From an optimization exercise on the open Yosys and OpenROAD flow, aimed at a short achievable clock period and few clock cycles; shortcuts taken in it are not production practice. In this exercise RTL edits were held to simulation tests only and were not proved equivalent to the original. Power and IR drop assume default switching activity.

[flow/run.sh]
#!/bin/bash
# synth_recipe.tcl (not shown) runs the flow's synth.tcl, then flattens the netlist and writes it again
# the make line also repeats each setting of config.mk as NAME=value (left out here)
make -C /OpenROAD-flow-scripts/flow DESIGN_CONFIG=/design/flow/config.mk WORK_HOME=/design/flow/orfs CLKGATE_MAP_FILE= SYNTH_SCRIPT=/design/flow/synth_recipe.tcl finish
[flow/config.mk]
export PLATFORM = sky130hd
export DESIGN_NAME = F_cpu
export DESIGN_NICKNAME = F_cpu
export VERILOG_FILES = /design/flow/design.v
export SDC_FILE = /design/flow/constraint.sdc
export NUM_CORES = 4
export LEC_CHECK = 0
export CAP_MARGIN = 20
export CORE_MARGIN = 2
export CORE_UTILIZATION = 30
export SLEW_MARGIN = 20
[flow/constraint.sdc]
create_clock -name core_clock -period 17.5 [get_ports {clk}]
set_input_delay 3.5000 -clock core_clock [delete_from_list [all_inputs] [get_ports {clk}]]
set_output_delay 3.5000 -clock core_clock [all_outputs]
set_load 0.01 [all_outputs]
[flow/design.v]
module F_cpu (
    input  wire        clk,
    input  wire        reset,
    output wire [31:0] mem_addr,
    output wire        mem_wr,
    output wire [31:0] mem_wdata,
    input  wire [31:0] mem_rdata
);
    localparam P_ADD = 0, P_SUB = 1, P_AND = 2, P_SLT = 3, P_SLL = 4, P_SRL = 5,
               P_SRA = 6, P_SLLV = 7, P_SRAV = 8, P_JR = 9, P_MFHI = 10, P_MFLO = 11,
               P_BREAK = 12, P_RTE = 13, P_ADDM = 14, P_ADDI = 15, P_ADDIU = 16,
               P_SLTI = 17, P_LUI = 18, P_LW = 19, P_LH = 20, P_LB = 21, P_SW = 22,
               P_SH = 23, P_SB = 24, P_SLLM = 25, P_BEQ = 26, P_BNE = 27, P_BLE = 28,
               P_BGT = 29, P_J = 30, P_JAL = 31, P_INV = 32,
               P_USERS = 33, P_USERT = 34, P_WBE = 35, P_MEM = 36, P_LD = 37,
               P_OVF = 38, P_SHSB = 39, P_MWB = 40, P_BR = 41,
               PDW = 42;
    function [PDW-1:0] predecode(input [31:0] iw);
        reg [5:0] op, fn;
        reg r;
        reg [PDW-1:0] p;
        begin
            op = iw[31:26];
            fn = iw[5:0];
            r  = (op == 6'h00);
            p  = {PDW{1'b0}};
            p[P_ADD]   = r & (fn == 6'h20);
            p[P_SUB]   = r & (fn == 6'h22);
            p[P_AND]   = r & (fn == 6'h24);
            p[P_SLT]   = r & (fn == 6'h2a);
            p[P_SLL]   = r & (fn == 6'h00);
            p[P_SRL]   = r & (fn == 6'h02);
            p[P_SRA]   = r & (fn == 6'h03);
            p[P_SLLV]  = r & (fn == 6'h04);
            p[P_SRAV]  = r & (fn == 6'h07);
            p[P_JR]    = r & (fn == 6'h08);
            p[P_MFHI]  = r & (fn == 6'h10);
            p[P_MFLO]  = r & (fn == 6'h12);
            p[P_BREAK] = r & (fn == 6'h0d);
            p[P_RTE]   = r & (fn == 6'h13);
            p[P_ADDM]  = r & (fn == 6'h05);
            p[P_ADDI]  = (op == 6'h08);
            p[P_ADDIU] = (op == 6'h09);
            p[P_SLTI]  = (op == 6'h0a);
            p[P_LUI]   = (op == 6'h0f);
            p[P_LW]    = (op == 6'h23);
            p[P_LH]    = (op == 6'h21);
            p[P_LB]    = (op == 6'h20);
            p[P_SW]    = (op == 6'h2b);
            p[P_SH]    = (op == 6'h29);
            p[P_SB]    = (op == 6'h28);
            p[P_SLLM]  = (op == 6'h01);
            p[P_BEQ]   = (op == 6'h04);
            p[P_BNE]   = (op == 6'h05);
            p[P_BLE]   = (op == 6'h06);
            p[P_BGT]   = (op == 6'h07);
            p[P_J]     = (op == 6'h02);
            p[P_JAL]   = (op == 6'h03);
            p[P_INV]   = ~(|p[P_JAL:P_ADD]);
            p[P_USERS] = p[P_ADD] | p[P_SUB] | p[P_AND] | p[P_SLT] | p[P_SLLV] | p[P_SRAV] |
                         p[P_JR] | p[P_ADDM] | p[P_ADDI] | p[P_ADDIU] | p[P_SLTI] |
                         p[P_LW] | p[P_LH] | p[P_LB] | p[P_SW] | p[P_SH] | p[P_SB] | p[P_SLLM] |
                         p[P_BEQ] | p[P_BNE] | p[P_BLE] | p[P_BGT];
            p[P_USERT] = p[P_ADD] | p[P_SUB] | p[P_AND] | p[P_SLT] | p[P_SLL] | p[P_SRL] |
                         p[P_SRA] | p[P_SLLV] | p[P_SRAV] | p[P_ADDM] | p[P_ADDI] |
                         p[P_SW] | p[P_SH] | p[P_SB] | p[P_SLLM] |
                         p[P_BEQ] | p[P_BNE] | p[P_BLE] | p[P_BGT];
            p[P_WBE]   = p[P_ADD] | p[P_SUB] | p[P_AND] | p[P_SLT] | p[P_SLL] | p[P_SRL] |
                         p[P_SRA] | p[P_SLLV] | p[P_SRAV] | p[P_MFHI] | p[P_MFLO] |
                         p[P_ADDI] | p[P_ADDIU] | p[P_SLTI] | p[P_LUI] | p[P_JAL];
            p[P_LD]    = p[P_LW] | p[P_LH] | p[P_LB];
            p[P_SHSB]  = p[P_SH] | p[P_SB];
            p[P_MEM]   = p[P_LD] | p[P_SW] | p[P_SHSB] | p[P_SLLM];
            p[P_MWB]   = p[P_LD] | p[P_SLLM];
            p[P_OVF]   = p[P_ADD] | p[P_SUB] | p[P_ADDI];
            p[P_BR]    = p[P_BEQ] | p[P_BNE] | p[P_BLE] | p[P_BGT];
            predecode = p;
        end
    endfunction
    function [4:0] destof(input [31:0] iw);
        begin
            destof = (iw[31:26] == 6'h03) ? 5'd31 : (iw[31:26] == 6'h00) ? iw[15:11] : iw[20:16];
        end
    endfunction
    function nearw(input [7:0] a, input [7:0] a1, input [7:0] p, input [7:0] p1);
        nearw = (a == p) | (a1 == p) | (a == p1);
    endfunction
    reg  [31:0] maddr;
    reg         mwr;
    reg  [31:0] mwdata;
    reg         cur_fetch;       
    reg  [31:0] fpc;             
    assign mem_addr  = maddr;
    assign mem_wr    = mwr;
    assign mem_wdata = mwdata;
    reg         d_v;
    reg  [31:0] d_pc;
    reg  [31:0] d_pc4;
    reg  [7:0]  d_pn;                
    reg  [3:0]  slv;                   
    reg  [3:0]  rsel, wsel;            
    reg  [31:0] sw  [0:3];
    reg  [31:0] spc [0:3];
    reg  [7:0]  spn [0:3];             
    reg  [31:0] sp4 [0:3];
    reg  [31:0] srs [0:3];             
    reg  [31:0] srt [0:3];             
    reg         x_v;
    reg  [31:0] x_w;
    reg  [31:0] x_pc, x_pc4, x_bt;
    reg  [7:0]  x_pn;
    reg  [PDW-1:0] x_pd;
    reg  [4:0]  x_ds;
    reg  [31:0] x_do;
    reg  [31:0] xA, xB;
    reg  [31:0] rfr [0:31];      
    reg  [31:0] rvl;             
    reg  [31:0] AO;              
    reg  [31:0] EPC;
    reg  [31:0] MDR;
    reg         epc_v, mdr_v;    
    wire [31:0] EPCq = EPC & {32{epc_v}};
    wire [31:0] MDRq = MDR & {32{mdr_v}};
    reg  [31:0] npc;             
    reg         m1_v, m1_we, m1_ld, m1_lh, m1_lb, m1_sllm, m1_shsb, m1_sb;
    reg  [4:0]  m1_ds;
    reg  [31:0] m1_addr, m1_b;
    reg         m2_v, m2_we, m2_ld, m2_lh, m2_lb, m2_sllm, m2_shsb, m2_sb;
    reg  [4:0]  m2_ds;
    reg  [31:0] m2_addr, m2_b;
    reg         m3_v, m3_we, m3_lh, m3_lb, m3_sllm;
    reg  [4:0]  m3_ds;
    reg  [31:0] m3_b;
    reg  [7:0]  m1_a1, m2_a1;        
    reg         m1_hi0, m2_hi0;      
    reg         w_v;
    reg         c_v;             
    reg  [31:0] c_npc;
    reg  [31:0] w_oh, w_res;
    reg         smc_en;
    reg  [7:0]  sa, sa1;
    localparam S_IDLE = 4'd0, S_TWAIT = 4'd1, S_TR1 = 4'd2, S_TR2 = 4'd3,
               S_AWAIT = 4'd4, S_AR1 = 4'd5, S_AR2 = 4'd6, S_AR3 = 4'd7, S_AEND = 4'd8,
               S_ASUM = 4'd9;
    reg  [3:0]  sst;
    reg  [31:0] s_vec;
    reg  [31:0] s_a, s_b, s_pc, s_pc4;
    reg  [4:0]  s_rd;
    reg  [31:0] s_bb;
    wire [PDW-1:0] xp = x_pd;
    wire [31:0] x_se   = {{16{x_w[15]}}, x_w[15:0]};
    wire [31:0] sum_ab = xA + xB;
    wire [31:0] dif_ab = xA - xB;
    wire [31:0] and_ab = xA & xB;
    wire        lt_ab  = $signed(xA) < $signed(xB);
    wire        gt_ab  = $signed(xA) > $signed(xB);
    wire        eq_ab  = (xA == xB);
    wire [31:0] sum_ai = xA + x_se;
    wire        lt_ai  = $signed(xA) < $signed(x_se);
    wire [31:0] ovs    = x_pc4 + xB;
    wire        ovf    = (x_pc4[31] == xB[31]) & (ovs[31] != x_pc4[31]);
    wire        shv    = xp[P_SLLV] | xp[P_SRAV];
    wire [31:0] sh_val = shv ? xA : xB;
    wire [4:0]  sh_amt = shv ? xB[4:0] : x_w[10:6];
    wire [31:0] sh_l   = sh_val << sh_amt;
    wire [31:0] sh_rl  = xB >> x_w[10:6];
    wire [31:0] sh_ra  = $signed(sh_val) >>> sh_amt;
    wire [31:0] x_res =
        ({32{xp[P_ADD]}} & sum_ab) |
        ({32{xp[P_SUB]}} & dif_ab) |
        ({32{xp[P_AND]}} & and_ab) |
        {31'd0, xp[P_SLT] & lt_ab} |
        ({32{xp[P_SLL] | xp[P_SLLV]}} & sh_l) |
        ({32{xp[P_SRL]}} & sh_rl) |
        ({32{xp[P_SRA] | xp[P_SRAV]}} & sh_ra) |
        {28'd0, xp[P_MFHI] | xp[P_MFLO], 1'b0, xp[P_MFLO], 1'b0} |
        ({32{xp[P_ADDI] | xp[P_ADDIU]}} & sum_ai) |
        {31'd0, xp[P_SLTI] & lt_ai} |
        ({32{xp[P_LUI]}} & {x_w[15:0], 16'd0}) |
        ({32{xp[P_JAL]}} & x_pc4);
    wire ao_bt = ~(xp[P_ADD] | xp[P_SUB] | xp[P_AND] | xp[P_ADDI] | xp[P_ADDIU] | xp[P_MEM] |
                   xp[P_MFHI] | xp[P_MFLO] | xp[P_JAL]);
    wire [31:0] x_ao =
        ({32{xp[P_ADD]}} & sum_ab) |
        ({32{xp[P_SUB]}} & dif_ab) |
        ({32{xp[P_AND]}} & and_ab) |
        ({32{xp[P_ADDI] | xp[P_ADDIU] | xp[P_MEM]}} & sum_ai) |
        ({32{xp[P_MFHI] | xp[P_MFLO]}} & MDRq) |
        ({32{xp[P_JAL]}} & x_pc4) |
        ({32{ao_bt}} & x_bt);
    wire x_taken = (xp[P_JR] | xp[P_RTE] | xp[P_BREAK] |
                    (xp[P_BEQ] & eq_ab) | (xp[P_BNE] & ~eq_ab) |
                    (xp[P_BLE] & ~gt_ab) | (xp[P_BGT] & gt_ab));
    wire [31:0] x_jt = {x_pc4[31:28], x_w[25:0], 2'b00};
    wire [31:0] x_tgt =
        ({32{xp[P_JR]}} & xA) |
        ({32{xp[P_RTE]}} & EPCq) |
        ({32{xp[P_BREAK]}} & x_pc) |
        ({32{xp[P_BR]}} & x_bt);
    wire        c1     = m1_v & m1_shsb;
    wire [7:0]  fa1    = maddr[9:2] + 8'd1;
    wire smc = smc_en & ((x_v & nearw(sa, sa1, x_pc[9:2], x_pn)) |
                         (slv[0] & nearw(sa, sa1, spc[0][9:2], spn[0])) |
                         (slv[1] & nearw(sa, sa1, spc[1][9:2], spn[1])) |
                         (slv[2] & nearw(sa, sa1, spc[2][9:2], spn[2])) |
                         (slv[3] & nearw(sa, sa1, spc[3][9:2], spn[3])) |
                         (d_v & nearw(sa, sa1, d_pc[9:2], d_pn)) |
                         (cur_fetch & nearw(sa, sa1, maddr[9:2], fa1)));
    wire x_go    = x_v & ~smc;
    wire x_trap  = x_go & (xp[P_INV] | (xp[P_OVF] & ovf));
    wire x_addm  = x_go & xp[P_ADDM];
    wire x_ok    = x_go & ~x_trap;
    wire x_redir = x_ok & x_taken;
    wire x_wr    = x_ok & xp[P_WBE];
    wire x_mem   = x_go & xp[P_MEM];
    wire        m_empty = ~m1_v & ~m2_v;
    wire        s_issue = ((sst == S_TWAIT) | (sst == S_AWAIT)) & m_empty | (sst == S_AR1);
    wire [31:0] s_addr  = (sst == S_TWAIT) ? s_vec : (sst == S_AWAIT) ? s_a : s_b;
    wire [31:0] a_sumc  = MDRq + s_bb;
    reg  [31:0] a_sum;
    reg         a_ovf;
    wire        s_end_t = (sst == S_TR2);
    wire        s_end_a = (sst == S_AEND) & ~a_ovf;
    wire        s_busy  = (sst != S_IDLE);
    reg  [31:0] qw0, qpc0, qp40, qrs0, qrt0;
    reg  [7:0]  qpn0;
    integer q;
    always @(*) begin
        qw0 = 32'd0; qpc0 = 32'd0; qp40 = 32'd0; qrs0 = 32'd0; qrt0 = 32'd0; qpn0 = 8'd0;
        for (q = 0; q < 4; q = q + 1) begin
            qw0  = qw0  | ({32{rsel[q]}} & sw[q]);
            qpc0 = qpc0 | ({32{rsel[q]}} & spc[q]);
            qp40 = qp40 | ({32{rsel[q]}} & sp4[q]);
            qrs0 = qrs0 | ({32{rsel[q]}} & srs[q]);
            qrt0 = qrt0 | ({32{rsel[q]}} & srt[q]);
            qpn0 = qpn0 | ({8{rsel[q]}} & spn[q]);
        end
    end
    wire        qv0 = |(rsel & slv);
    wire [PDW-1:0] rp = predecode(qw0);
    wire [4:0]     r_ds = destof(qw0);
    wire [31:0]    r_do = (32'd1 << r_ds) & ~32'h2000_0000;
    wire [31:0] rrs = qrs0 & rvl;
    wire [31:0] rrt = qrt0 & rvl;
    reg  [31:0] ra_rf, rb_rf;
    integer j;
    always @(*) begin
        ra_rf = {32{rrs[29]}} & AO;
        rb_rf = {32{rrt[29]}} & AO;
        for (j = 0; j < 32; j = j + 1) begin
            if (j != 29) begin
                ra_rf = ra_rf | ({32{rrs[j]}} & rfr[j]);
                rb_rf = rb_rf | ({32{rrt[j]}} & rfr[j]);
            end
        end
    end
    wire ba29 = x_v & qrs0[29];
    wire bb29 = x_v & qrt0[29];
    wire bax  = x_v & xp[P_WBE] & (|(x_do & qrs0));
    wire bbx  = x_v & xp[P_WBE] & (|(x_do & qrt0));
    wire baw  = w_v & (|(w_oh & qrs0));
    wire bbw  = w_v & (|(w_oh & qrt0));
    wire [31:0] ra_w = baw ? w_res : ra_rf;
    wire [31:0] rb_w = bbw ? w_res : rb_rf;
    wire [31:0] rA = ba29 ? x_ao : bax ? x_res : ra_w;
    wire [31:0] rB = bb29 ? x_ao : bbx ? x_res : rb_w;
    wire [4:0] r_rs = qw0[25:21];
    wire [4:0] r_rt = qw0[20:16];
    wire xpend = x_v & xp[P_MWB] & (x_ds != 5'd29);
    wire pend_s = (xpend & (x_ds == r_rs)) | (m1_v & m1_we & (m1_ds == r_rs)) |
                  (m2_v & m2_we & (m2_ds == r_rs)) | (m3_v & m3_we & (m3_ds == r_rs));
    wire pend_t = (xpend & (x_ds == r_rt)) | (m1_v & m1_we & (m1_ds == r_rt)) |
                  (m2_v & m2_we & (m2_ds == r_rt)) | (m3_v & m3_we & (m3_ds == r_rt));
    wire r_raw  = (rp[P_USERS] & pend_s) | (rp[P_USERT] & pend_t);
    wire r_memb = rp[P_MEM] & ((x_v & xp[P_SHSB]) | (m1_v & m1_shsb));
    wire r_mdrb = (rp[P_MFHI] | rp[P_MFLO]) & ((x_v & xp[P_MEM]) | m1_v);
    wire r_hold = r_raw | r_memb | r_mdrb | s_busy;
    wire r_go_e = qv0 & ~r_hold;           
    wire        xflush  = x_redir | x_trap | x_addm | smc;
    wire        r_go    = r_go_e & ~xflush;
    wire        d_ok    = d_v & ~xflush;
    wire        d_jdec  = (mem_rdata[31:27] == 5'b00001);      
    wire        d_jmp   = d_ok & d_jdec;
    wire [31:0] d_jt    = {d_pc4[31:28], mem_rdata[25:0], 2'b00};
    wire        redir   = xflush | s_end_t | s_end_a | d_jmp;
    wire        redir_e = s_end_t | s_end_a | smc;
    wire [31:0] npc_eff = c_v ? c_npc : npc;
    wire [31:0] rtgt_e  = s_end_t ? mem_rdata : s_end_a ? s_pc4 : npc_eff;
    wire [31:0] fpc_eff = cur_fetch ? maddr + 32'd4 : fpc;
    wire [31:0] faddr_e = redir_e ? rtgt_e : fpc_eff;
    wire        d_jbase = d_v & ~redir_e;
    wire [31:0] faddr   = x_redir ? x_tgt : (d_jdec & d_jbase) ? d_jt : faddr_e;
    wire [2:0]  qcnt    = {2'b0, slv[0]} + {2'b0, slv[1]} + {2'b0, slv[2]} + {2'b0, slv[3]};
    wire [2:0]  occn    = qcnt + {2'b0, d_v} + {2'b0, cur_fetch};
    wire        occ_ok  = (occn <= 3'd2) | (r_go_e & (occn == 3'd3));
    wire        sbusy_n = s_busy & ~s_end_t & ~s_end_a;
    wire        f_ok    = ~x_trap & ~x_addm & ~sbusy_n & (xflush | s_end_t | s_end_a | occ_ok);
    wire        p_shw   = m2_v & m2_shsb;
    wire        p_ser   = s_issue;
    wire        p_x     = x_mem;
    wire        p_f     = f_ok & ~p_shw & ~p_ser & ~p_x;
    wire [31:0] merged  = m2_sb ? {mem_rdata[31:8], m2_b[7:0]} : {mem_rdata[31:16], m2_b[15:0]};
    wire [31:0] ld_data = m3_lb ? {24'd0, MDRq[7:0]} :
                          m3_lh ? {16'd0, MDRq[15:0]} : MDRq;
    wire        mw_m3   = m3_v & m3_we;
    wire        mw_ad   = s_end_a & (s_rd != 5'd29);
    wire        mw_en   = mw_m3 | mw_ad;
    wire [4:0]  mw_ds   = mw_m3 ? m3_ds : s_rd;
    wire [31:0] mw_data = mw_m3 ? (m3_sllm ? (m3_b << MDRq[4:0]) : ld_data) : a_sum;
    wire [31:0] mw_oh   = mw_en ? (32'd1 << mw_ds) : 32'd0;
    wire [31:0] ww_oh   = w_v ? w_oh : 32'd0;
    wire ao_w = x_ok | x_trap | (sst == S_AEND);
    genvar g;
    generate
        for (g = 0; g < 32; g = g + 1) begin : g_rf
            if (g != 29) begin : g_reg
                always @(posedge clk) begin
                    if (ww_oh[g])
                        rfr[g] <= w_res;
                    else if (mw_oh[g])
                        rfr[g] <= mw_data;
                end
            end
        end
    endgenerate
    always @(posedge clk or posedge reset) begin
        if (reset)
            rvl <= 32'd0;
        else
            rvl <= rvl | ww_oh | mw_oh | {2'b00, ao_w, 29'd0};
    end
    wire [31:0] in_rs  = 32'd1 << mem_rdata[25:21];
    wire [31:0] in_rt  = 32'd1 << mem_rdata[20:16];
    always @(posedge clk) begin
        d_pc  <= maddr;
        d_pn  <= fa1;
        d_pc4 <= fpc_eff;
        for (q = 0; q < 4; q = q + 1) begin
            if (d_v & wsel[q]) begin
                sw[q]  <= mem_rdata;
                spc[q] <= d_pc;
                spn[q] <= d_pn;
                sp4[q] <= d_pc4;
                srs[q] <= in_rs;
                srt[q] <= in_rt;
            end
        end
        begin
            x_w   <= qw0;
            x_pc  <= qpc0;
            x_pn  <= qpn0;
            x_pc4 <= qp40;
            x_bt  <= qp40 + {{14{qw0[15]}}, qw0[15:0], 2'b00};
            x_pd  <= rp;
            x_ds  <= r_ds;
            x_do  <= r_do;
            xA    <= rA;
            xB    <= rB;
        end
        m1_ld   <= xp[P_LD];
        m1_lh   <= xp[P_LH];
        m1_lb   <= xp[P_LB];
        m1_sllm <= xp[P_SLLM];
        m1_sb   <= xp[P_SB];
        m1_ds   <= x_ds;
        m1_addr <= sum_ai;
        m1_a1   <= sum_ai[9:2] + 8'd1;
        m1_hi0  <= (sum_ai[31:10] == 22'd0);
        m2_a1   <= m1_a1;
        m2_hi0  <= m1_hi0;
        m3_lh   <= m2_lh;
        m3_lb   <= m2_lb;
        m3_sllm <= m2_sllm;
        w_res   <= x_res;
        w_oh    <= x_do;
        if (c1) begin
            sa  <= m1_addr[9:2];
            sa1 <= m1_a1;
        end else if (p_shw) begin
            sa  <= m2_addr[9:2];
            sa1 <= m2_a1;
        end else begin
            sa  <= sum_ai[9:2];
            sa1 <= sum_ai[9:2] + 8'd1;
        end
        m1_b    <= xB;
        m2_ld   <= m1_ld;
        m2_lh   <= m1_lh;
        m2_lb   <= m1_lb;
        m2_sllm <= m1_sllm;
        m2_sb   <= m1_sb;
        m2_ds   <= m1_ds;
        m2_addr <= m1_addr;
        m2_b    <= m1_b;
        m3_ds   <= m2_ds;
        m3_b    <= m2_b;
        if (p_shw)
            mwdata <= merged;
        else
            mwdata <= xB;
        if (!s_busy) begin
            s_a   <= xA;
            s_b   <= xB;
            s_rd  <= x_ds;
            s_pc  <= x_pc;
            s_pc4 <= x_pc4;
        end
        if (sst == S_AR3)
            s_bb <= mem_rdata;
        a_sum <= a_sumc;
        a_ovf <= (MDRq[31] == s_bb[31]) & (a_sumc[31] != MDRq[31]);
        fpc <= faddr;
        if (x_trap)
            AO <= x_pc;
        else if (x_ok)
            AO <= x_ao;
        else if (sst == S_AEND)
            AO <= a_ovf ? s_pc : a_sum;
        if (x_trap)
            EPC <= x_pc;
        else if ((sst == S_AEND) & a_ovf)
            EPC <= s_pc;
        if (x_trap)
            s_vec <= xp[P_INV] ? 32'd253 : 32'd254;
        else if ((sst == S_AEND) & a_ovf)
            s_vec <= 32'd254;
        if (m2_v | (sst == S_TR2) | (sst == S_AR2))
            MDR <= mem_rdata;
        c_npc <= x_taken ? x_tgt : xp[P_J] | xp[P_JAL] ? x_jt : x_pc4;
        if (c_v)
            npc <= c_npc;
        else if (sst == S_TR2)
            npc <= mem_rdata;
        else if (s_end_a)
            npc <= s_pc4;
    end
    always @(posedge clk or posedge reset) begin
        if (reset) begin
            maddr     <= 32'd0;
            mwr       <= 1'b0;
            cur_fetch <= 1'b1;
            d_v       <= 1'b0;
            slv  <= 4'd0;
            rsel <= 4'd1;
            wsel <= 4'd1;
            x_v       <= 1'b0;
            epc_v <= 1'b0;
            mdr_v <= 1'b0;
            m1_v <= 1'b0; m1_we <= 1'b0; m1_shsb <= 1'b0;
            m2_v <= 1'b0; m2_we <= 1'b0; m2_shsb <= 1'b0;
            m3_v <= 1'b0; m3_we <= 1'b0;
            w_v  <= 1'b0;
            c_v  <= 1'b0;
            smc_en <= 1'b0;
            sst   <= S_IDLE;
        end else begin
            cur_fetch <= p_f;
            if (x_redir & ~p_shw)
                maddr <= x_tgt;
            else if (p_shw)
                maddr <= m2_addr;
            else if (p_ser)
                maddr <= s_addr;
            else if (d_jdec & d_jbase & ~p_ser & ~p_x)
                maddr <= d_jt;
            else if (p_x)
                maddr <= sum_ai;
            else
                maddr <= faddr_e;
            mwr <= p_shw | (p_x & xp[P_SW]);
            d_v <= cur_fetch & ~redir;
            if (xflush) begin
                slv  <= 4'd0;
                wsel <= rsel;
            end else begin
                slv  <= (slv | ({4{d_ok}} & wsel)) & ~({4{r_go}} & rsel);
                if (d_ok) wsel <= {wsel[2:0], wsel[3]};
                if (r_go) rsel <= {rsel[2:0], rsel[3]};
            end
            x_v <= r_go;
            if (x_trap) begin
                epc_v <= 1'b1;
                sst   <= S_TWAIT;
            end
            if (x_addm)
                sst <= S_AWAIT;
            m1_v    <= x_mem;
            m1_we   <= xp[P_MWB] & (x_ds != 5'd29);
            m1_shsb <= xp[P_SHSB];
            m2_v    <= m1_v;
            m2_we   <= m1_we & ~(x_wr & (x_ds == m1_ds));
            m2_shsb <= m1_shsb;
            m3_v    <= m2_v & (m2_ld | m2_sllm);
            w_v     <= x_wr;
            c_v     <= x_ok;
            smc_en  <= (c1 ? m1_hi0 : p_shw ? m2_hi0 : (sum_ai[31:10] == 22'd0)) &
                       (c1 | p_shw | (x_mem & (xp[P_SHSB] | xp[P_SW])));
            m3_we   <= m2_we & ~(x_wr & (x_ds == m2_ds));
            if (m2_v | (sst == S_TR2) | (sst == S_AR2)) mdr_v <= 1'b1;
            case (sst)
                S_TWAIT: if (m_empty) sst <= S_TR1;
                S_TR1:   sst <= S_TR2;
                S_TR2:   sst <= S_IDLE;
                S_AWAIT: if (m_empty) sst <= S_AR1;
                S_AR1:   sst <= S_AR2;
                S_AR2:   sst <= S_AR3;
                S_AR3:   sst <= S_ASUM;
                S_ASUM:  sst <= S_AEND;
                S_AEND: begin
                    if (a_ovf) begin
                        epc_v <= 1'b1;
                        sst   <= S_TWAIT;
                    end else begin
                        sst   <= S_IDLE;
                    end
                end
                default: ;
            endcase
        end
    end
endmodule
==> results of run 1 <==
state kept, by name (all words and copies together) (netlist names), 38 cells and up:
name	count
srt	128
sw	128
srs	128
spc	128
x_pd	38
sp4	128
rfr	992
worst min path at each step:
| stage | endpoint | slack [ns] | depth (start not counted) |
|---|---|---|---|
| global placement | m1_ld | 0.31 | 0 |
| floorplan | m1_lb | 0.31 | 0 |
| finish | m2_addr[0] | 0.31 | 0 |
| global route | m2_addr[0] | 0.32 | 0 |
| detailed placement | m1_ld | 0.31 | 0 |
| CTS | m2_addr[0] | 0.31 | 0 |
critical path, stage by stage, from the launching register on:
cell and delay, ns:
dfxtp_1 1.16, ha_1 0.46, or3_1 0.45, nor3_1 0.26, o211ai_1 0.23, a31oi_1 0.59
o211ai_1 0.31, a21boi_1 0.40, mux2_2 0.40, a2111oi_2 0.59, inv_1 0.21, a222oi_1 0.57
and3_1 0.25, o22ai_1 0.09
logic make-up (layout without fill, tap and decap cells):
logic type	count (synthesis)	in the layout	synth area share [%]
compound gates	4251	4251	20.6
xor+xnor	333	333	2.17
fa+ha+maj	228	228	2.12
buf+inv	1391	1356	3.93
flops	2808	2808	55.5
mux	497	497	4.03
other cells	0	81	0
simple gates	3485	3485	11.6
power by group:
group          switching (uW)  internal, uW  total, uW
clock                    2920          3820       6740
sequential                223          7260       7490
combinational             355           264        619
cells in the mapped netlist (72+ instances only):
master,count
nand4_1,250
a21oi_1,438
nand2_1,1769
o21ai_0,1341
buf_2,90
and3_1,72
dfrtp_1,94
nor2_1,534
and2_1,153
dfxtp_1,752
edfxtp_1,1959
a22o_1,159
mux2i_1,373
nand2b_1,109
xor2_1,81
clkbuf_1,1001
a211oi_1,118
mux2_2,85
nor3_1,91
inv_1,204
a22oi_1,1197
ha_1,220
a31oi_1,90
a221oi_1,168
xnor2_1,247
buf_1,79
nand3_1,183
per-layer routing:
metal | wire (um) | share of wire [%]
met1 | 252000 | 35
met2 | 286000 | 39
met3 | 116000 | 16
met4 | 73700 | 10
met5 | 2000 | 0.27
per-stage QoR:
stage / cells / area [um2]
after global routing: 18973 / 156000
after floorplan: 12993 / 137000
after CTS: 18957 / 156000
final: 19039 / 157000
after global placement: 18393 / 146000
after detailed placement: 18396 / 146000
layout make-up:
cell class                      count  area [um2]
Inverter                          211         797
Multi-Input combinational cell   8794       56800
Sequential cell                  2808       76300
Antenna cell                       81         203
Fill cell                       45175      300000
Tap cell                         6000        7510
Clock buffer                      427        8710
Timing Repair Buffer              584        4690
Clock inverter                    134        1490
==> impl_metrics.tcl, run 1 <==
set metrics [dict create \
    leakagePower_uw 0.0547 \
    postSynthCellCount 12993 \
    finalMaxSlewViolations 0 \
    grt.met1_usage_pct 36.2 \
    final-setup-viol-count 0 \
    start_util_pct 30.1 \
    finalHoldViolations 0 \
    setup.worst_path.class "flip-flop to flip-flop" \
    r2r-start "xA[9]" \
    final_layout_size_suffix_gt1_share_pct 11.0 \
    ys.flop_type "edfxtp_1" \
    grt_pass1_wl_um 971000 \
    final_common_cell "edfxtp_1" \
    io_pins 99 \
    cp_data_arrival_time_ns 6.98 \
    fin_util_pct 34.3 \
    finalCriticalPeriod_ns 6.31 \
    clock_latency_ns 0.98 \
    hp-start "m1_addr[0]" \
    status "complete, but fails checks" \
    ys_ff_latch 2808 \
    area_delta_synth_final_pct 13.9 \
    clockBufferDepth 4 \
    yosys_warnings 8 \
    die-height_um 681 \
    synth.avg_cell_area_um2 10.6 \
    critPathLaunchType "flip-flop" \
    ant_nets 0 \
    cts_tree "built" \
    post_cts_buffers 0 \
    so.violations "max-capacitance violations" \
    mappedNetlistArea_mm2 0.137 \
    r2r-end "AO[30]" \
    finalClockSkew_ns 0.0724 \
    grt_pass1_vias 112005 \
    cp.required_ns 18.17 \
    use_met2_pct 41.5 \
    synth_cell_types 100 \
    rrSetupSlack_ns 11.19 \
    die_area_mm2 0.463 \
    timing.final.ws_setup_ns 11.19 \
    post-place-ws_ns 11.16 \
    path_clk_slew_ns 0.07 \
    wl_per_cell_um 38.3 \
    grt_max_degree 134 \
    antenna_found_initial 83 \
    total_power_uw 14800 \
    power_density_mw_per_mm2 94.8 \
    coreArea_mm2 0.456 \
    final_cell_mix "1959 x edfxtp_1, 1764 x nand2_1, 1322 x o21ai_0" \
    max_freq_ghz 0.158 \
    busiest_layer "met2" \
    first_pass_iters 13 \
    fp.dieW_um 681 \
    async_flop_share_pct 3.45 \
    vias_per_cell 6.53 \
    cts_resized 0 \
    wl_um 729000 \
    end_kind "flip-flop" \
    syn_nets 13255 \
    gp_congestion 1.06 \
    via_count 124397 \
    finalSetupTns_ns 0 \
    synth_area_leaders "edfxtp_1 43%, dfxtp_1 11%, a22oi_1 6.5%" \
    rsz0062_at_grt "no" \
    fin_hold_ws_ns 0.305 \
    htreeDepth 5 \
    crit_path_start "xA[9]" \
    gr-total-overflow 0 \
    worst_slew_pin_slew_ns 1.46 \
    io_buffer_count 98 \
    cts.sinks 2808 \
    cap_viol_max_count 2 \
    place_hpwl_um 475000 \
    endpoint "AO[30]" \
    grt.total_usage_pct 30.1 \
    nNetsFinal 12965 \
    rows 248 \
    finalCritPeriodShare_pct 36.1 \
    irDropWorstVdd_mv 0.0769 \
    use_met3_pct 13.7 \
    synth_edf_count 1959 \
    route.detailed.drc 0 \
    ys_seq_area_share_pct 55.5 \
    cts_buffers 304 \
    ff2ff_path_depth 13 \
    cts-root-buf "clkbuf_16" \
    relSlewSlack_pct 1.75 \
    synth_largest_area_cell "edfxtp_1" \
    drt-initial-drc-count 26310 \
    path_max_fanout 14 \
    synth_top_area_share_pct 42.8 \
    hold_path.class "flip-flop to flip-flop" \
    cts_hold_buf 0 \
]
Testbench counts, summed over its fixed seeds: cycles 24,897.
==> run 2, diff against run 1 <==
--- a/flow/design.v
+++ b/flow/design.v
@@ -99,6 +99,11 @@
     reg  [7:0]  d_pn;                
     reg  [3:0]  slv;                   
     reg  [3:0]  rsel, wsel;            
+    reg  [3:0]  rsn;                   
+    reg  [31:0] hrs, hrt;              
+    reg  [3:0]  spd [0:3];             
+    reg  [3:0]  hpd;                   
+    reg  [1:0]  rptr;                  
     reg  [31:0] sw  [0:3];
     reg  [31:0] spc [0:3];
     reg  [7:0]  spn [0:3];             
@@ -107,20 +112,26 @@
     reg  [31:0] srt [0:3];             
     reg         x_v;
     reg  [31:0] x_w;
-    reg  [31:0] x_pc, x_pc4, x_bt;
+    reg  [31:0] x_pc, x_pc4;
     reg  [7:0]  x_pn;
     reg  [PDW-1:0] x_pd;
     reg  [4:0]  x_ds;
     reg  [31:0] x_do;
     reg  [31:0] xA, xB;
+    reg  [31:0] xBs;             
+    reg         x_sub;
+    reg  [31:0] x_shv;           
+    reg  [4:0]  x_sha;           
+    reg  [31:0] x_rpre;          
+    reg  [31:0] x_apre;          
+    reg  [31:0] x_tpre;          
     reg  [31:0] rfr [0:31];      
-    reg  [31:0] rvl;             
+    reg         clr;             
     reg  [31:0] AO;              
     reg  [31:0] EPC;
     reg  [31:0] MDR;
-    reg         epc_v, mdr_v;    
-    wire [31:0] EPCq = EPC & {32{epc_v}};
-    wire [31:0] MDRq = MDR & {32{mdr_v}};
+    wire [31:0] EPCq = EPC;
+    wire [31:0] MDRq = MDR;
     reg  [31:0] npc;             
     reg         m1_v, m1_we, m1_ld, m1_lh, m1_lb, m1_sllm, m1_shsb, m1_sb;
     reg  [4:0]  m1_ds;
@@ -149,44 +160,37 @@
     reg  [31:0] s_bb;
     wire [PDW-1:0] xp = x_pd;
     wire [31:0] x_se   = {{16{x_w[15]}}, x_w[15:0]};
-    wire [31:0] sum_ab = xA + xB;
-    wire [31:0] dif_ab = xA - xB;
+    wire [31:0] x_bt   = x_pc4 + {x_se[29:0], 2'b00};
+    wire [31:0] as_ab  = xA + xBs + {31'd0, x_sub};       
     wire [31:0] and_ab = xA & xB;
-    wire        lt_ab  = $signed(xA) < $signed(xB);
-    wire        gt_ab  = $signed(xA) > $signed(xB);
+    wire        sov    = (xA[31] != xB[31]) & (as_ab[31] != xA[31]);
+    wire        lt_ab  = as_ab[31] ^ sov;                  
     wire        eq_ab  = (xA == xB);
+    wire        gt_ab  = ~lt_ab & ~eq_ab;
     wire [31:0] sum_ai = xA + x_se;
     wire        lt_ai  = $signed(xA) < $signed(x_se);
     wire [31:0] ovs    = x_pc4 + xB;
     wire        ovf    = (x_pc4[31] == xB[31]) & (ovs[31] != x_pc4[31]);
-    wire        shv    = xp[P_SLLV] | xp[P_SRAV];
-    wire [31:0] sh_val = shv ? xA : xB;
-    wire [4:0]  sh_amt = shv ? xB[4:0] : x_w[10:6];
-    wire [31:0] sh_l   = sh_val << sh_amt;
-    wire [31:0] sh_rl  = xB >> x_w[10:6];
-    wire [31:0] sh_ra  = $signed(sh_val) >>> sh_amt;
+    wire [31:0] sh_l   = x_shv << x_sha;
+    wire [31:0] sh_rl  = x_shv >> x_sha;
+    wire [31:0] sh_ra  = $signed(x_shv) >>> x_sha;
     wire [31:0] x_res =
-        ({32{xp[P_ADD]}} & sum_ab) |
-        ({32{xp[P_SUB]}} & dif_ab) |
+        ({32{xp[P_ADD] | xp[P_SUB]}} & as_ab) |
         ({32{xp[P_AND]}} & and_ab) |
         {31'd0, xp[P_SLT] & lt_ab} |
         ({32{xp[P_SLL] | xp[P_SLLV]}} & sh_l) |
         ({32{xp[P_SRL]}} & sh_rl) |
         ({32{xp[P_SRA] | xp[P_SRAV]}} & sh_ra) |
-        {28'd0, xp[P_MFHI] | xp[P_MFLO], 1'b0, xp[P_MFLO], 1'b0} |
         ({32{xp[P_ADDI] | xp[P_ADDIU]}} & sum_ai) |
         {31'd0, xp[P_SLTI] & lt_ai} |
-        ({32{xp[P_LUI]}} & {x_w[15:0], 16'd0}) |
-        ({32{xp[P_JAL]}} & x_pc4);
+        x_rpre;
     wire ao_bt = ~(xp[P_ADD] | xp[P_SUB] | xp[P_AND] | xp[P_ADDI] | xp[P_ADDIU] | xp[P_MEM] |
                    xp[P_MFHI] | xp[P_MFLO] | xp[P_JAL]);
     wire [31:0] x_ao =
-        ({32{xp[P_ADD]}} & sum_ab) |
-        ({32{xp[P_SUB]}} & dif_ab) |
+        ({32{xp[P_ADD] | xp[P_SUB]}} & as_ab) |
         ({32{xp[P_AND]}} & and_ab) |
         ({32{xp[P_ADDI] | xp[P_ADDIU] | xp[P_MEM]}} & sum_ai) |
-        ({32{xp[P_MFHI] | xp[P_MFLO]}} & MDRq) |
-        ({32{xp[P_JAL]}} & x_pc4) |
+        x_apre |
         ({32{ao_bt}} & x_bt);
     wire x_taken = (xp[P_JR] | xp[P_RTE] | xp[P_BREAK] |
                     (xp[P_BEQ] & eq_ab) | (xp[P_BNE] & ~eq_ab) |
@@ -194,9 +198,8 @@
     wire [31:0] x_jt = {x_pc4[31:28], x_w[25:0], 2'b00};
     wire [31:0] x_tgt =
         ({32{xp[P_JR]}} & xA) |
-        ({32{xp[P_RTE]}} & EPCq) |
-        ({32{xp[P_BREAK]}} & x_pc) |
-        ({32{xp[P_BR]}} & x_bt);
+        ({32{xp[P_BR]}} & x_bt) |
+        x_tpre;
     wire        c1     = m1_v & m1_shsb;
     wire [7:0]  fa1    = maddr[9:2] + 8'd1;
     wire smc = smc_en & ((x_v & nearw(sa, sa1, x_pc[9:2], x_pn)) |
@@ -224,24 +227,26 @@
     wire        s_busy  = (sst != S_IDLE);
     reg  [31:0] qw0, qpc0, qp40, qrs0, qrt0;
     reg  [7:0]  qpn0;
+    reg  [3:0]  qpd4;
     integer q;
     always @(*) begin
-        qw0 = 32'd0; qpc0 = 32'd0; qp40 = 32'd0; qrs0 = 32'd0; qrt0 = 32'd0; qpn0 = 8'd0;
+        qw0 = 32'd0; qpc0 = 32'd0; qp40 = 32'd0; qrs0 = 32'd0; qrt0 = 32'd0; qpn0 = 8'd0; qpd4 = 4'd0;
         for (q = 0; q < 4; q = q + 1) begin
             qw0  = qw0  | ({32{rsel[q]}} & sw[q]);
-            qpc0 = qpc0 | ({32{rsel[q]}} & spc[q]);
-            qp40 = qp40 | ({32{rsel[q]}} & sp4[q]);
-            qrs0 = qrs0 | ({32{rsel[q]}} & srs[q]);
-            qrt0 = qrt0 | ({32{rsel[q]}} & srt[q]);
-            qpn0 = qpn0 | ({8{rsel[q]}} & spn[q]);
+            qpc0 = qpc0 | ({32{rptr == q[1:0]}} & spc[q]);
+            qp40 = qp40 | ({32{rptr == q[1:0]}} & sp4[q]);
+            qrs0 = qrs0 | ({32{rsn[q]}} & srs[q]);    
+            qrt0 = qrt0 | ({32{rsn[q]}} & srt[q]);
+            qpd4 = qpd4 | ({4{rsn[q]}} & spd[q]);
+            qpn0 = qpn0 | ({8{rptr == q[1:0]}} & spn[q]);
         end
     end
     wire        qv0 = |(rsel & slv);
     wire [PDW-1:0] rp = predecode(qw0);
     wire [4:0]     r_ds = destof(qw0);
     wire [31:0]    r_do = (32'd1 << r_ds) & ~32'h2000_0000;
-    wire [31:0] rrs = qrs0 & rvl;
-    wire [31:0] rrt = qrt0 & rvl;
+    wire [31:0] rrs = hrs;
+    wire [31:0] rrt = hrt;
     reg  [31:0] ra_rf, rb_rf;
     integer j;
     always @(*) begin
@@ -254,26 +259,23 @@
             end
         end
     end
-    wire ba29 = x_v & qrs0[29];
-    wire bb29 = x_v & qrt0[29];
-    wire bax  = x_v & xp[P_WBE] & (|(x_do & qrs0));
-    wire bbx  = x_v & xp[P_WBE] & (|(x_do & qrt0));
-    wire baw  = w_v & (|(w_oh & qrs0));
-    wire bbw  = w_v & (|(w_oh & qrt0));
+    wire ba29 = x_v & hrs[29];
+    wire bb29 = x_v & hrt[29];
+    wire bax  = x_v & xp[P_WBE] & (|(x_do & hrs));
+    wire bbx  = x_v & xp[P_WBE] & (|(x_do & hrt));
+    wire baw  = w_v & (|(w_oh & hrs));
+    wire bbw  = w_v & (|(w_oh & hrt));
     wire [31:0] ra_w = baw ? w_res : ra_rf;
     wire [31:0] rb_w = bbw ? w_res : rb_rf;
     wire [31:0] rA = ba29 ? x_ao : bax ? x_res : ra_w;
     wire [31:0] rB = bb29 ? x_ao : bbx ? x_res : rb_w;
-    wire [4:0] r_rs = qw0[25:21];
-    wire [4:0] r_rt = qw0[20:16];
-    wire xpend = x_v & xp[P_MWB] & (x_ds != 5'd29);
-    wire pend_s = (xpend & (x_ds == r_rs)) | (m1_v & m1_we & (m1_ds == r_rs)) |
-                  (m2_v & m2_we & (m2_ds == r_rs)) | (m3_v & m3_we & (m3_ds == r_rs));
-    wire pend_t = (xpend & (x_ds == r_rt)) | (m1_v & m1_we & (m1_ds == r_rt)) |
-                  (m2_v & m2_we & (m2_ds == r_rt)) | (m3_v & m3_we & (m3_ds == r_rt));
-    wire r_raw  = (rp[P_USERS] & pend_s) | (rp[P_USERT] & pend_t);
-    wire r_memb = rp[P_MEM] & ((x_v & xp[P_SHSB]) | (m1_v & m1_shsb));
-    wire r_mdrb = (rp[P_MFHI] | rp[P_MFLO]) & ((x_v & xp[P_MEM]) | m1_v);
+    wire [31:0] pend_oh = ({32{x_v & xp[P_MWB] & (x_ds != 5'd29)}} & (32'd1 << x_ds)) |
+                          ({32{m1_v & m1_we}} & (32'd1 << m1_ds)) |
+                          ({32{m2_v & m2_we}} & (32'd1 << m2_ds)) |
+                          ({32{m3_v & m3_we}} & (32'd1 << m3_ds));
+    wire r_raw  = (hpd[3] & (|(hrs & pend_oh))) | (hpd[2] & (|(hrt & pend_oh)));
+    wire r_memb = hpd[1] & ((x_v & xp[P_SHSB]) | (m1_v & m1_shsb));
+    wire r_mdrb = hpd[0] & ((x_v & xp[P_MEM]) | m1_v);
     wire r_hold = r_raw | r_memb | r_mdrb | s_busy;
     wire r_go_e = qv0 & ~r_hold;           
     wire        xflush  = x_redir | x_trap | x_addm | smc;
@@ -292,7 +294,7 @@
     wire [31:0] faddr   = x_redir ? x_tgt : (d_jdec & d_jbase) ? d_jt : faddr_e;
     wire [2:0]  qcnt    = {2'b0, slv[0]} + {2'b0, slv[1]} + {2'b0, slv[2]} + {2'b0, slv[3]};
     wire [2:0]  occn    = qcnt + {2'b0, d_v} + {2'b0, cur_fetch};
-    wire        occ_ok  = (occn <= 3'd2) | (r_go_e & (occn == 3'd3));
+    wire        occ_ok  = (occn <= 3'd3) | (r_go_e & (occn == 3'd4));
     wire        sbusy_n = s_busy & ~s_end_t & ~s_end_a;
     wire        f_ok    = ~x_trap & ~x_addm & ~sbusy_n & (xflush | s_end_t | s_end_a | occ_ok);
     wire        p_shw   = m2_v & m2_shsb;
@@ -315,7 +317,9 @@
         for (g = 0; g < 32; g = g + 1) begin : g_rf
             if (g != 29) begin : g_reg
                 always @(posedge clk) begin
-                    if (ww_oh[g])
+                    if (clr)
+                        rfr[g] <= 32'd0;
+                    else if (ww_oh[g])
                         rfr[g] <= w_res;
                     else if (mw_oh[g])
                         rfr[g] <= mw_data;
@@ -325,16 +329,27 @@
     endgenerate
     always @(posedge clk or posedge reset) begin
         if (reset)
-            rvl <= 32'd0;
+            clr <= 1'b1;
         else
-            rvl <= rvl | ww_oh | mw_oh | {2'b00, ao_w, 29'd0};
+            clr <= 1'b0;
     end
     wire [31:0] in_rs  = 32'd1 << mem_rdata[25:21];
+    wire [PDW-1:0] in_pd = predecode(mem_rdata);
+    wire [3:0]  in_pd4 = {in_pd[P_USERS], in_pd[P_USERT], in_pd[P_MEM], in_pd[P_MFHI] | in_pd[P_MFLO]};
     wire [31:0] in_rt  = 32'd1 << mem_rdata[20:16];
     always @(posedge clk) begin
         d_pc  <= maddr;
         d_pn  <= fa1;
         d_pc4 <= fpc_eff;
+        if (r_go_e) begin
+            hrs <= |(rsn & slv) ? qrs0 : in_rs;
+            hrt <= |(rsn & slv) ? qrt0 : in_rt;
+            hpd <= |(rsn & slv) ? qpd4 : in_pd4;
+        end else if (!qv0) begin
+            hrs <= in_rs;
+            hrt <= in_rt;
+            hpd <= in_pd4;
+        end
         for (q = 0; q < 4; q = q + 1) begin
             if (d_v & wsel[q]) begin
                 sw[q]  <= mem_rdata;
@@ -343,6 +358,7 @@
                 sp4[q] <= d_pc4;
                 srs[q] <= in_rs;
                 srt[q] <= in_rt;
+                spd[q] <= in_pd4;
             end
         end
         begin
@@ -350,7 +366,17 @@
             x_pc  <= qpc0;
             x_pn  <= qpn0;
             x_pc4 <= qp40;
-            x_bt  <= qp40 + {{14{qw0[15]}}, qw0[15:0], 2'b00};
+            xBs   <= rp[P_SUB] | rp[P_SLT] | rp[P_BR] ? ~rB : rB;
+            x_sub <= rp[P_SUB] | rp[P_SLT] | rp[P_BR];
+            x_shv <= rp[P_SLLV] | rp[P_SRAV] ? rA : rB;
+            x_sha <= rp[P_SLLV] | rp[P_SRAV] ? rB[4:0] : qw0[10:6];
+            x_rpre <= ({32{rp[P_LUI]}} & {qw0[15:0], 16'd0}) |
+                      {28'd0, rp[P_MFHI] | rp[P_MFLO], 1'b0, rp[P_MFLO], 1'b0} |
+                      ({32{rp[P_JAL]}} & qp40);
+            x_apre <= ({32{rp[P_MFHI] | rp[P_MFLO]}} & (m2_v ? mem_rdata : MDRq)) |
+                      ({32{rp[P_JAL]}} & qp40);
+            x_tpre <= ({32{rp[P_RTE]}} & EPCq) |
+                      ({32{rp[P_BREAK]}} & qpc0);
             x_pd  <= rp;
             x_ds  <= r_ds;
             x_do  <= r_do;
@@ -410,13 +436,17 @@
         a_sum <= a_sumc;
         a_ovf <= (MDRq[31] == s_bb[31]) & (a_sumc[31] != MDRq[31]);
         fpc <= faddr;
-        if (x_trap)
+        if (clr)
+            AO <= 32'd0;
+        else if (x_trap)
             AO <= x_pc;
         else if (x_ok)
             AO <= x_ao;
         else if (sst == S_AEND)
             AO <= a_ovf ? s_pc : a_sum;
-        if (x_trap)
+        if (clr)
+            EPC <= 32'd0;
+        else if (x_trap)
             EPC <= x_pc;
         else if ((sst == S_AEND) & a_ovf)
             EPC <= s_pc;
@@ -424,7 +454,9 @@
             s_vec <= xp[P_INV] ? 32'd253 : 32'd254;
         else if ((sst == S_AEND) & a_ovf)
             s_vec <= 32'd254;
-        if (m2_v | (sst == S_TR2) | (sst == S_AR2))
+        if (clr)
+            MDR <= 32'd0;
+        else if (m2_v | (sst == S_TR2) | (sst == S_AR2))
             MDR <= mem_rdata;
         c_npc <= x_taken ? x_tgt : xp[P_J] | xp[P_JAL] ? x_jt : x_pc4;
         if (c_v)
@@ -442,10 +474,10 @@
             d_v       <= 1'b0;
             slv  <= 4'd0;
             rsel <= 4'd1;
+            rsn  <= 4'b0010;
+            rptr <= 2'd0;
             wsel <= 4'd1;
             x_v       <= 1'b0;
-            epc_v <= 1'b0;
-            mdr_v <= 1'b0;
             m1_v <= 1'b0; m1_we <= 1'b0; m1_shsb <= 1'b0;
             m2_v <= 1'b0; m2_we <= 1'b0; m2_shsb <= 1'b0;
             m3_v <= 1'b0; m3_we <= 1'b0;
@@ -475,11 +507,14 @@
             end else begin
                 slv  <= (slv | ({4{d_ok}} & wsel)) & ~({4{r_go}} & rsel);
                 if (d_ok) wsel <= {wsel[2:0], wsel[3]};
-                if (r_go) rsel <= {rsel[2:0], rsel[3]};
+                if (r_go) begin
+                    rsel <= {rsel[2:0], rsel[3]};
+                    rsn  <= {rsn[2:0], rsn[3]};
+                    rptr <= rptr + 2'd1;
+                end
             end
             x_v <= r_go;
             if (x_trap) begin
-                epc_v <= 1'b1;
                 sst   <= S_TWAIT;
             end
             if (x_addm)
@@ -496,7 +531,6 @@
             smc_en  <= (c1 ? m1_hi0 : p_shw ? m2_hi0 : (sum_ai[31:10] == 22'd0)) &
                        (c1 | p_shw | (x_mem & (xp[P_SHSB] | xp[P_SW])));
             m3_we   <= m2_we & ~(x_wr & (x_ds == m2_ds));
-            if (m2_v | (sst == S_TR2) | (sst == S_AR2)) mdr_v <= 1'b1;
             case (sst)
                 S_TWAIT: if (m_empty) sst <= S_TR1;
                 S_TR1:   sst <= S_TR2;
@@ -508,7 +542,6 @@
                 S_ASUM:  sst <= S_AEND;
                 S_AEND: begin
                     if (a_ovf) begin
-                        epc_v <= 1'b1;
                         sst   <= S_TWAIT;
                     end else begin
                         sst   <= S_IDLE;
--- a/flow/config.mk
+++ b/flow/config.mk
@@ -5,7 +5,7 @@
 export SDC_FILE = /design/flow/constraint.sdc
 export NUM_CORES = 4
 export LEC_CHECK = 0
-export CAP_MARGIN = 20
+export CAP_MARGIN = 50
 export CORE_MARGIN = 2
 export CORE_UTILIZATION = 30
-export SLEW_MARGIN = 20
+export SLEW_MARGIN = 50
==> run 2 against run 1 <==
  * The layout fails its checks (antenna violations)
  * Register-to-register slack better by 0.74 ns
  * Sequential share of layout area shrank 7.1 points
  * Synthesized cell count is 11% higher
  * Non-clock buffer count up 98
  * Global-route usage rose by 1.3 points
  * Fmax is 3.1% higher
  * Sequential power down 0.7%
  * Synthesized area grew 5.5%
  * Die area is 5.5% higher
  * Clock skew grew 0.091 ns
  * Highest routed layer unchanged
==> impl_metrics.tcl, run 2 <==
set metrics [dict create \
    status "complete, but fails checks" \
    so.violations "antenna violations" \
    die-height_um 699 \
    cts_hold_buf 0 \
    finalCritPeriodShare_pct 35.0 \
    leakagePower_uw 0.0653 \
    die_area_mm2 0.489 \
    drt-initial-drc-count 28174 \
    grt.total_usage_pct 31.5 \
    synth.avg_cell_area_um2 10.0 \
    largest_reg_flops 992 \
    synth_area_leaders "dfxtp_1 27%, edfxtp_1 20%, mux2i_1 8.0%" \
    final_area_mm2 0.168 \
    clockBufferDepth 4 \
    coreArea_mm2 0.482 \
    grt_pass1_wl_um 1080000 \
    antenna_found_initial 97 \
    area_delta_synth_final_pct 15.9 \
    cp.required_ns 14.00 \
    cts_buffers 329 \
    final-setup-viol-count 0 \
    irDropWorstVdd_mv 0.0956 \
    yosys-top-cells-count "1975 x dfxtp_1, 1737 x nor2_1, 1171 x clkbuf_1" \
    hold_path.class "flip-flop to flip-flop" \
    post_cts_buffers 0 \
    finalSetupTns_ns 0 \
    regMostFlops "rfr" \
    synth_top_area_share_pct 27.3 \
    gp_congestion 1.04 \
    ant_nets 5 \
    place_area_mm2 0.156 \
    post-place-ws_ns 11.09 \
    max_freq_ghz 0.163 \
    synth_edf_count 955 \
    path_clk_slew_ns 0.06 \
    finalClockSkew_ns 0.163 \
    ys_seq_area_share_pct 48.3 \
    cts_resized 0 \
    grt_max_degree 99 \
    setup.worst_path.class "flip-flop to primary output" \
    gr-total-overflow 0 \
    htreeDepth 5 \
    cp_data_arrival_time_ns 2.62 \
    ys.flop_type "dfxtp_1" \
    first_pass_iters 14 \
    async_flop_share_pct 2.33 \
    grt_pass1_vias 123589 \
    synth_cell_types 113 \
    timing.final.ws_setup_ns 11.38 \
    start_util_pct 30.1 \
    path_buf_inv 1 \
    wl_um 810000 \
    cap_viol_max_count 0 \
    power_density_mw_per_mm2 92.6 \
    ys_ff_latch 3000 \
    cts_tree "built" \
    yosys_warnings 9 \
    mappedNetlistArea_mm2 0.145 \
    total_power_uw 15600 \
    postSynthCellCount 14479 \
    wl_per_cell_um 38.7 \
    final_common_cell "dfxtp_1" \
    slowest_stage "clkdlybuf4s50_1" \
    io_pins 99 \
    final_layout_size_suffix_gt1_share_pct 12.6 \
    nNetsFinal 14380 \
    io_buffer_count 98 \
    place_hpwl_um 526000 \
    synth_largest_area_cell "dfxtp_1" \
    synth.most_common_cell "dfxtp_1" \
    clock_latency_ns 1.08 \
    relSlewSlack_pct 38.9 \
    path_delay_family "buffers and inverters" \
    dpl.cell_count 20186 \
    vias_per_cell 6.63 \
    finalMaxSlewViolations 0 \
    worst_slew_pin_slew_ns 0.917 \
    finalCriticalPeriod_ns 6.12 \
    syn_nets 14743 \
    cts-root-buf "clkbuf_16" \
    rows 255 \
    route.detailed.drc 0 \
    cts.sinks 3000 \
    fp.dieW_um 699 \
    crit_chain "clkdlybuf4s50_1" \
    cpPeakStageDelay_ns 0.91 \
    finalHoldViolations 0 \
    via_count 138496 \
    final_cell_mix "1933 x dfxtp_1, 1698 x nor2_1, 1159 x mux2i_1" \
    critPathLaunchType "flip-flop" \
    rsz0062_at_grt "no" \
    fillCellCount 48184 \
    path_max_fanout 8 \
    end_kind "primary output" \
    final_cell_count_no_fill 20905 \
]
==> run 2: final timing paths <==
path                            startpoint          end  slack (ns)  depth (start not counted)
worst max-delay path              maddr[7]  mem_addr[7]       11.38                          1
worst min-delay path              m1_b[20]     m2_b[20]        0.32                          0
worst max register to register      xA[24]    maddr[28]       11.93                         12
worst min register to register    m1_b[20]     m2_b[20]        0.32                          0
max in group asynchronous            reset    maddr[28]       13.50                          3
min in group asynchronous            reset      rptr[1]        2.96                          2
==> run 2: routing by layer <==
metal	vias to the layer above	wire (um)	track usage, %
met4	43	69200	20.2
met5	-	673	0.755
met3	3688	131000	15.1
li1	54062	-	-
met2	13334	303000	41.1
met1	67369	306000	40.6
==> run 2: through the flow <==
step                      hold WS, ns  utilization (%)
final                           0.322             34.9
after global routing            0.326             34.8
after CTS                       0.319             34.7
after detailed placement        0.312             32.4
after global placement          0.310             31.9
after floorplan                 0.310                -
==> run 2: logic make-up after synthesis <==
family | Yosys count | synth area share (%)
buffers and inverters | 1599 | 4.32
AND/OR/NAND/NOR | 3751 | 11.5
flip-flops | 3000 | 48.3
XOR/XNOR | 333 | 2.02
other | 1 | 0.00259
adder cells (fa/ha/maj) | 231 | 2.03
multiplexers | 1427 | 10.9
AO/OA/AOI/OAI | 4137 | 21.0
==> run 2: final cells by class <==
type	instances	area, um2	area share (%)
clock buffers	467	9530	5.67
inverters	223	842	0.501
multi-input cells	9880	71000	42.3
diodes	91	228	0.136
flip-flops and latches	3000	70100	41.7
repair buffers	682	6460	3.85
clock inverters	137	1790	1.06
well taps	6425	8040	4.79
==> run 2: report_power, final <==
part / switching (uW) / internal (uW)
clock network: 3200 / 4270
registers: 140 / 7300
logic: 442 / 195
total: 3780 / 11800
Testbench counts of run 2, summed over its fixed seeds: cycles 24,731.
==> run 3, diff against run 2 <==
--- a/flow/design.v
+++ b/flow/design.v
@@ -267,13 +267,14 @@
     wire bbw  = w_v & (|(w_oh & hrt));
     wire [31:0] ra_w = baw ? w_res : ra_rf;
     wire [31:0] rb_w = bbw ? w_res : rb_rf;
-    wire [31:0] rA = ba29 ? x_ao : bax ? x_res : ra_w;
-    wire [31:0] rB = bb29 ? x_ao : bbx ? x_res : rb_w;
+    wire [31:0] rA = ra_w;
+    wire [31:0] rB = rb_w;
     wire [31:0] pend_oh = ({32{x_v & xp[P_MWB] & (x_ds != 5'd29)}} & (32'd1 << x_ds)) |
                           ({32{m1_v & m1_we}} & (32'd1 << m1_ds)) |
                           ({32{m2_v & m2_we}} & (32'd1 << m2_ds)) |
                           ({32{m3_v & m3_we}} & (32'd1 << m3_ds));
-    wire r_raw  = (hpd[3] & (|(hrs & pend_oh))) | (hpd[2] & (|(hrt & pend_oh)));
+    wire [31:0] xdep_oh = {2'b00, x_v, 29'd0} | ({32{x_v & xp[P_WBE]}} & x_do);
+    wire r_raw  = (hpd[3] & (|(hrs & (pend_oh | xdep_oh)))) | (hpd[2] & (|(hrt & (pend_oh | xdep_oh))));
     wire r_memb = hpd[1] & ((x_v & xp[P_SHSB]) | (m1_v & m1_shsb));
     wire r_mdrb = hpd[0] & ((x_v & xp[P_MEM]) | m1_v);
     wire r_hold = r_raw | r_memb | r_mdrb | s_busy;
--- a/flow/config.mk
+++ b/flow/config.mk
@@ -7,5 +7,5 @@
 export LEC_CHECK = 0
 export CAP_MARGIN = 50
 export CORE_MARGIN = 2
-export CORE_UTILIZATION = 30
+export CORE_UTILIZATION = 40
 export SLEW_MARGIN = 50
==> run 3 against run 2 <==
  * Still fails the layout checks on antenna violations
  * Die area fell by 27%
  * Worst hold slack got worse by 0.030 ns
  * Worst setup slack improved by 0.28 ns
  * Critical path type unchanged
==> impl_metrics.tcl, run 3 <==
set metrics [dict create \
    cp_data_arrival_time_ns 2.34 \
    synth_top_area_share_pct 27.9 \
    via_count 137207 \
    yosys_warnings 9 \
    cap_viol_max_count 0 \
    largest_reg_flops 992 \
    io_buffer_count 98 \
    crit_chain "clkdlybuf4s50_1" \
    place_area_mm2 0.149 \
    leakagePower_uw 0.0628 \
    timing.final.ws_setup_ns 11.66 \
    cts.sinks 3000 \
    area_delta_synth_final_pct 14.0 \
    setup.worst_path.class "flip-flop to primary output" \
    htreeDepth 5 \
    grt.total_usage_pct 41.8 \
    finalClockSkew_ns 0.126 \
    fp.dieW_um 599 \
    p_int_uw 11800 \
    switching_share_pct 23.9 \
    finalHoldViolations 0 \
    route.detailed.drc 0 \
    hold_path.class "flip-flop to flip-flop" \
    rrSetupSlack_ns 11.86 \
    final_cell_mix "1948 x dfxtp_1, 1868 x nor2_1, 1195 x nand2_1" \
    power_switching_uw 3700 \
    postSynthCellCount 14856 \
    nNetsFinal 14682 \
    async_flop_share_pct 2.33 \
    ys.flop_type "dfxtp_1" \
    die_area_mm2 0.359 \
    finalSetupTns_ns 0 \
    combPwrFrac_pct 3.7 \
    synth_largest_area_cell "dfxtp_1" \
    irDropWorstVdd_mv 0.0934 \
    path_max_fanout 8 \
    final_area_mm2 0.161 \
    io_pins 99 \
    final-setup-viol-count 0 \
    ys_seq_area_share_pct 49.4 \
    max_freq_ghz 0.171 \
    critPathLaunchType "flip-flop" \
    post-place-ws_ns 10.95 \
    cts_hold_buf 0 \
    relSlewSlack_pct 38.3 \
    grt_max_degree 106 \
    so.violations "antenna violations" \
    finalCritPeriodShare_pct 33.4 \
    power_frac_clock_pct 48.0 \
    path_delay_family "buffers and inverters" \
    post_cts_buffers 0 \
    p_seq_share_pct 48.4 \
    hp-start "m1_addr[25]" \
    grt_pass1_wl_um 1040000 \
    mappedNetlistArea_mm2 0.142 \
    r2r-end "rsn[0]" \
    synth_area_leaders "dfxtp_1 28%, edfxtp_1 20%, a22oi_1 5.2%" \
    power_density_mw_per_mm2 95.8 \
    vias_per_cell 7.01 \
    first_pass_iters 13 \
    cts_buffers 336 \
    synth_cell_types 107 \
    path_buf_inv 1 \
    ff2ff_path_depth 14 \
    synth.most_common_cell "dfxtp_1" \
    final_common_cell "dfxtp_1" \
    coreArea_mm2 0.352 \
    rsz0062_at_grt "no" \
    cpPeakStageDelay_ns 0.69 \
    yosys-top-cells-count "1975 x dfxtp_1, 1886 x nor2_1, 1264 x nand2_1" \
    gp_congestion 1.01 \
    end_kind "primary output" \
    wl_per_cell_um 39.7 \
    place_hpwl_um 502000 \
    finalCriticalPeriod_ns 5.84 \
    rows 218 \
    regMostFlops "rfr" \
    drt-initial-drc-count 27353 \
    antenna_found_initial 101 \
    slowest_stage "clkdlybuf4s50_1" \
    die-height_um 599 \
    cts-root-buf "clkbuf_16" \
    cp.depth 1 \
    ys_ff_latch 3000 \
    cts_resized 0 \
    clock_latency_ns 1.02 \
    ant_nets 4 \
    synth.avg_cell_area_um2 9.53 \
    cp.required_ns 14.00 \
    final_layout_size_suffix_gt1_share_pct 11.3 \
    endpoint "mem_addr[2]" \
    finalMaxSlewViolations 0 \
    gr-total-overflow 0 \
    grt_pass1_vias 121304 \
    clockBufferDepth 4 \
    status "complete, but fails checks" \
    cts_tree "built" \
    start_util_pct 40.2 \
    syn_nets 15120 \
    worst_slew_pin_slew_ns 0.925 \
    crit_path_start "maddr[2]" \
    r2r-start "xA[8]" \
    wl_um 776000 \
    synth_edf_count 955 \
    path_clk_slew_ns 0.06 \
]
## run 3: cell count changes after synthesis, moves of 102 or more
cell	previous run	this run
mux2i_1	1162	496
a211oi_1	1079	655
o21ai_0	332	736
o211ai_1	68	465
nand2_1	878	1264
a21oi_1	475	692
nor2_1	1737	1886
a22oi_1	833	973
nor3_1	202	95
nand3_1	146	248
## run 3: layout make-up
| class | instances | area (um2) |
|---|---|---|
| Fill cell | 33425 | 191000 |
| Sequential cell | 3000 | 70000 |
| Antenna cell | 140 | 350 |
| Clock buffer | 491 | 9750 |
| Inverter | 197 | 744 |
| Timing Repair Buffer | 659 | 6020 |
| Multi-Input combinational cell | 10224 | 67100 |
| Tap cell | 4730 | 5920 |
| Clock inverter | 127 | 1530 |
## run 3: cell families after synthesis
group           Yosys count  synth area share [%]
compound gates         4740                  23.3
simple gates           4166                  12.7
flops                  3000                  49.4
buf+inv                1632                  4.43
mux                     735                  5.84
xor+xnor                351                  2.19
fa+ha+maj               231                  2.08
other cells               1               0.00265
## run 3: worst min path at each step
stage                     depth (start not counted)          end  slack [ns]
final                                             0  m2_addr[25]        0.29
after global routing                              0  m2_addr[25]        0.30
after CTS                                         0  m2_addr[25]        0.28
after detailed placement                          0   m2_addr[1]        0.31
after global placement                            0     m2_b[16]        0.31
after floorplan                                   0        m1_lb        0.31
## run 3: power by group through the flow
stage          logic, uW  registers (uW)  clock network (uW)
2_1_floorplan        283            7550                   0
3_3_place_gp         526            7640                   0
3_5_place_dp         529            7640                   0
4_1_cts              532            7490                7410
5_1_grt              579            7490                7680
6_report             565            7490                7420
## run 3: stage by stage
step                      hold WS, ns  cells  util (%)  total power, uW
after floorplan                 0.310  14856         -             7830
after global placement          0.310  18758      42.0             8160
after detailed placement        0.312  18794      42.4             8160
after CTS                       0.283  19412      45.6            15400
after global routing            0.303  19442      45.7            15800
final                           0.292  19568      45.8            15500
## run 3: routing by layer
layer / vias up / global-route usage [%] / part of all wire, %
li1: 54628 / - / -
met2: 12397 / 57.1 / 39
met5: - / 1.74 / 0.092
met3: 3939 / 18.2 / 14
met4: 37 / 27.3 / 8.8
met1: 66206 / 52.9 / 37
Testbench counts of run 3, summed over its fixed seeds: cycles 25,106.

-- what the ideal ports hide --
No port has a modelled driver above. Below, the same layouts with a new extraction and two added sets of constraints. Step 1: set_driving_cell puts a clkbuf_16 on clk and a buf_2 on each other input, an assumption about the parent block. Step 2 times the ports against the registers' clock, not the clock port: input delays grow and output delays shrink by t, the midpoint of the rising clock arrivals with the driver on. Three values: no drivers, after step 1, after step 2; two values: the first two.
| run | t, ns | slack for setup (ns) | worst hold slack (ns) | clock arrival spread, ns |
|---|---|---|---|---|
| run 1 | 1.059 | 11.189 / 11.189 / 11.082 | 0.305 / 0.305 / 0.305 | 0.072 / 0.072 |
| run 2 | 1.115 | 11.381 / 11.264 / 10.933 | 0.322 / 0.322 / 0.322 | 0.163 / 0.164 |
| run 3 | 1.075 | 11.661 / 11.541 / 10.771 | 0.292 / 0.292 / 0.292 | 0.131 / 0.131 |
The setup slack of run 3, which loses most, moves by -0.120 ns with the drivers and by -0.890 ns with both steps.
